What follows belongs to an exercise in optimizing a design on an open flow for small area, a short achievable clock period and few clock cycles per item; a production flow would make more cautious choices. At most, simulation tests tie the RTL to the original design; equivalence was not proved.

==> module non_restoring_div, before the edit <==
module non_restoring_div #(parameter N = 16) (
    input  logic clk, rst_n, start,
    input  logic [N-1:0] dividend, divisor,
    output logic [N-1:0] quotient, remainder,
    output logic ready
);
    localparam W = $clog2(N);
    function automatic logic [3:0] lead16(input logic [15:0] x);
        logic [3:0] v;
        logic [1:0] e [4];
        for (int k = 0; k < 4; k++) begin
            v[k] = |x[4*k +: 4];
            e[k] = x[4*k+3] ? 2'd3 : x[4*k+2] ? 2'd2 : x[4*k+1] ? 2'd1 : 2'd0;
        end
        lead16[3] = v[3] | v[2];
        lead16[2] = v[3] | (!v[2] & v[1]);
        lead16[1:0] = v[3] ? e[3] : v[2] ? e[2] : v[1] ? e[1] : e[0];
    endfunction
    function automatic logic [N:0] sub(input logic [N-1:0] x, y, input int M);
        logic [N-1:0] g, p;
        g = ~x & y;
        p = ~(x ^ y);
        for (int l = 0; (2 << l) <= M; l++)
            for (int i = 0; i < M; i++)
                if ((i + 1) % (2 << l) == 0) begin
                    g[i] = g[i] | (p[i] & g[i - (1 << l)]);
                    p[i] = p[i] & p[i - (1 << l)];
                end
        for (int l = $clog2(M) - 2; l >= 0; l--)
            for (int i = 0; i < M; i++)
                if ((i + 1) % (2 << l) == (1 << l) && i >= (2 << l)) begin
                    g[i] = g[i] | (p[i] & g[i - (1 << l)]);
                    p[i] = p[i] & p[i - (1 << l)];
                end
        sub = '0;
        sub[M] = g[M-1];
        sub[N-1:0] = x ^ y ^ {g[N-2:0], 1'b0};
    endfunction
    logic [N-1:0] r, d, q;
    logic [W-1:0] cnt;
    logic         busy, align;
    logic [N:0]   s;
    logic         below, accept, last;
    logic [W-1:0] amt;
    logic [N-1:0] rot;
    logic [N:0]   diff;
    assign s      = sub({{(N-W){1'b0}}, lead16(dividend)},
                        {{(N-W){1'b0}}, lead16(divisor)}, W);
    assign below  = s[W];
    assign accept = start && !busy && divisor != '0;
    assign last   = !align && cnt == '1;
    assign amt    = align ? cnt : '1;
    logic [N-1:0] rot1, rot2, rot4;
    assign rot1 = amt[0] ? {d[N-2:0],    d[N-1]}      : d;
    assign rot2 = amt[1] ? {rot1[N-3:0], rot1[N-1-:2]} : rot1;
    assign rot4 = amt[2] ? {rot2[N-5:0], rot2[N-1-:4]} : rot2;
    assign rot  = amt[3] ? {rot4[N-9:0], rot4[N-1-:8]} : rot4;
    assign diff   = sub(r, d, N);
    always_ff @(posedge clk or negedge rst_n) begin
        if (!rst_n) begin
            busy  <= 1'b0;
            ready <= 1'b0;
        end else if (accept) begin
            busy  <= !below;
            ready <= below;
        end else begin
            busy  <= busy && !last;
            ready <= busy && last;
        end
    end
    always_ff @(posedge clk) begin
        align <= !busy;
        if (!busy) begin
            r   <= dividend;
            d   <= divisor;
            q   <= '0;
            cnt <= s[W-1:0];
        end else begin
            if (!align && !diff[N]) r <= diff[N-1:0];
            d   <= rot;
            q   <= {q[N-2:0], !align && !diff[N]};
            cnt <= cnt - 1'b1;
        end
    end
    assign quotient  = q;
    assign remainder = r;
endmodule
Settings: LEC_CHECK=0, ABC_AREA=1, CAP_MARGIN=20, CORE_MARGIN=2, CORE_UTILIZATION=40, SETUP_SLACK_MARGIN=2.8, SLEW_MARGIN=20; clock period 5.0 ns.
standard.sh (not shown) runs the stock make flow with config.mk's settings and CLKGATE_MAP_FILE= SYNTH_SCRIPT=/design/flow/synth_recipe.tcl, a recipe that flattens the netlist after the stock synthesis.
==> flow/flow/run.sh <==
#!/bin/bash
set -euo pipefail
export BUFFER_PORTS_ARGS="-buffer_cell sky130_fd_sc_hd__buf_2"
bash standard.sh ADDER_MAP_FILE= finish > flow.log 2>&1
Testbench counts at the start, summed over its fixed seeds: cycles 14,556, items 3,200.
Rerun with:
--- a/flow/design.v
+++ b/flow/design.v
@@ -42,22 +42,21 @@
     logic [N:0]   s;
     logic         below, accept, last;
     logic [W-1:0] amt;
     logic [N-1:0] rot;
     logic [N:0]   diff;
-    assign s      = sub({{(N-W){1'b0}}, lead16(dividend)},
-                        {{(N-W){1'b0}}, lead16(divisor)}, W);
+    assign s      = {{(N-W){1'b0}}, 1'b0, lead16(dividend)} - {{(N-W){1'b0}}, 1'b0, lead16(divisor)};
     assign below  = s[W];
     assign accept = start && !busy && divisor != '0;
     assign last   = !align && cnt == '1;
     assign amt    = align ? cnt : '1;
     logic [N-1:0] rot1, rot2, rot4;
     assign rot1 = amt[0] ? {d[N-2:0],    d[N-1]}      : d;
     assign rot2 = amt[1] ? {rot1[N-3:0], rot1[N-1-:2]} : rot1;
     assign rot4 = amt[2] ? {rot2[N-5:0], rot2[N-1-:4]} : rot2;
     assign rot  = amt[3] ? {rot4[N-9:0], rot4[N-1-:8]} : rot4;
-    assign diff   = sub(r, d, N);
+    assign diff   = {1'b0, r} - {1'b0, d};
     always_ff @(posedge clk or negedge rst_n) begin
         if (!rst_n) begin
             busy  <= 1'b0;
             ready <= 1'b0;
         end else if (accept) begin
After rerunning:
- The changed run finished with timing, DRC and antenna clean
- critical path depth grows by 1
- synthesized cell count grows by 13%
- sequential share of layout area shrinks by 0.74 points
- clock skew grows by 3.5 ps
- first-iteration DRC count grows by about 60%
- non-clock buffer count shrinks by 10
- cell area grows by 2.7%
- routed wire length grows by 19%
- clock-buffer cell count shrinks by 1
- global-route usage grows by 2.6 points
- cell count grows by about 9%
- via count grows by about 17%
For the second run of this note, only the layout was checked, not whether the RTL still works.


The RTL this note starts from:
==> flow/design.v <==
module non_restoring_div #(parameter N = 16) (
    input  logic clk, rst_n, start,
    input  logic [N-1:0] dividend, divisor,
    output logic [N-1:0] quotient, remainder,
    output logic ready
);
    localparam W = $clog2(N);
    function automatic logic [W-1:0] lead(input logic [N-1:0] x);
        logic [N-1:0] sm;
        lead = '0;
        sm[N-1] = x[N-1];
        for (int i = N - 2; i >= 0; i--) sm[i] = sm[i+1] | x[i];
        for (int k = 0; k < W; k++)
            for (int i = 0; i < N; i++)
                if (i[k] && x[i] && (i == N - 1 || !sm[i+1])) lead[k] = 1'b1;
    endfunction
    logic [N-1:0] r, d, q;
    logic [W-1:0] cnt, pd;
    logic         busy, align;
    logic [N-1:0] sma;
    logic         below, accept;
    logic [N:0]   diff;
    always_comb begin
        sma[N-1] = dividend[N-1];
        for (int i = N - 2; i >= 0; i--) sma[i] = sma[i+1] | dividend[i];
    end
    assign below  = |(divisor & ~sma);
    assign accept = start && !busy && divisor != '0;
    assign diff   = {1'b0, r} - {1'b0, d};
    always_ff @(posedge clk or negedge rst_n) begin
        if (!rst_n) begin
            busy  <= 1'b0;
            ready <= 1'b0;
        end else if (accept) begin
            busy  <= !below;
            ready <= below;
        end else begin
            busy  <= busy && (align || cnt != '0);
            ready <= busy && !align && cnt == '0;
        end
    end
    always_ff @(posedge clk) begin
        if (!busy) begin
            r     <= dividend;
            d     <= divisor;
            q     <= '0;
            cnt   <= lead(dividend);
            pd    <= lead(divisor);
            align <= 1'b1;
        end else if (align) begin
            d     <= d << (cnt - pd);
            cnt   <= cnt - pd;
            align <= 1'b0;
        end else begin
            if (!diff[N]) r <= diff[N-1:0];
            d   <= d >> 1;
            q   <= {q[N-2:0], !diff[N]};
            cnt <= cnt - 1'b1;
        end
    end
    assign quotient  = q;
    assign remainder = r;
endmodule
clock: 5.0 ns
lec_check: 0
abc_clock_period_in_ps: 2000
cap_margin: 20
core_margin: 2
core_utilization: 40
setup_slack_margin: 3.0
slew_margin: 20
run.sh (not shown) runs the stock make flow with config.mk's settings and CLKGATE_MAP_FILE= SYNTH_SCRIPT=/design/flow/synth_recipe.tcl, a recipe that flattens the netlist after the stock synthesis.
Stock flow here: none of the scripts above is used.
Testbench counts at the start, summed over its fixed seeds: cycles 14,538, items 3,200.
==> next run, changes <==
==> flow/design.v (replaced) <==
module non_restoring_div #(parameter N = 16) (
    input  logic clk, rst_n, start,
    input  logic [N-1:0] dividend, divisor,
    output logic [N-1:0] quotient, remainder,
    output logic ready
);
    localparam W = $clog2(N);
    function automatic logic [W:0] blen(input logic [N-1:0] x);
        blen = '0;
        for (int i = 0; i < N; i++)
            if (x[i]) blen = i + 1;
    endfunction
    logic [N-1:0] r, d, q;
    logic [W-1:0] cnt;
    logic         busy, align;
    logic [W:0]   la, ld;
    logic [W+1:0] s;
    logic         accept;
    logic [N:0]   diff;
    assign la     = blen(dividend);
    assign ld     = blen(divisor);
    assign s      = {1'b0, la} - {1'b0, ld};
    assign accept = start && !busy && divisor != '0;
    assign diff   = {1'b0, r} - {1'b0, d};
    always_ff @(posedge clk or negedge rst_n) begin
        if (!rst_n) begin
            busy  <= 1'b0;
            ready <= 1'b0;
        end else if (accept) begin
            busy  <= !s[W+1];
            ready <= s[W+1];
        end else begin
            busy  <= busy && (align || cnt != '0);
            ready <= busy && !align && cnt == '0;
        end
    end
    always_ff @(posedge clk) begin
        if (accept) begin
            r     <= dividend;
            d     <= divisor;
            q     <= '0;
            cnt   <= s[W-1:0];
            align <= 1'b1;
        end else if (align) begin
            d     <= d << cnt;
            align <= 1'b0;
        end else begin
            if (!diff[N]) r <= diff[N-1:0];
            d   <= d >> 1;
            q   <= {q[N-2:0], !diff[N]};
            cnt <= cnt - 1'b1;
        end
    end
    assign quotient  = q;
    assign remainder = r;
endmodule
What happened: The changed run passed the timing, DRC and antenna checks. Utilization is higher by 2.0 points. Worst setup slack is worse by 0.23 ns. Design area is lower by 1.4%. Wire length is lower by 5.5%. Worst hold slack is better by 0.0053 ns. Flip-flop and latch count is lower by 4.
Only the layout flow was run in the second run of this note; the RTL was not checked for function there.

[separate check: timing with driven ports]
The flow's constraints put no driver on any port. The routed layouts listed below were extracted and timed again, unchanged, in two steps.
Step 1, drivers: a clkbuf_16 drives clk and a buf_2 each remaining input, both assumed.
Step 2, shift: input delay + t, output delay - t, t = (earliest + latest rising clock arrival at the registers) / 2. This alone moves slack from input paths to output paths.
Slacks: ideal / step 1 / step 2; pairs: ideal / step 1.
run	shift t [ns]	slack for setup (ns)	hold slack, ns	worst setup path at the end	pins driven straight from the clock port
the first run of note 1	0.336	2.818 / 2.818 / 2.574	0.436 / 0.436 / 0.436	input to register	1
the second run of note 1	0.353	2.915 / 2.928 / 2.574	0.428 / 0.420 / 0.437	input to register	1
the first run of note 2	0.379	2.467 / 2.467 / 2.467	0.512 / 0.512 / 0.512	register to register	1
the second run of note 2	0.347	2.234 / 2.216 / 1.869	0.517 / 0.517 / 0.517	input to register	1
After both steps every run listed still meets setup and hold. The setup slack of the second run of note 2, which loses most, moves by -0.018 ns with the drivers and by -0.365 ns with both steps.
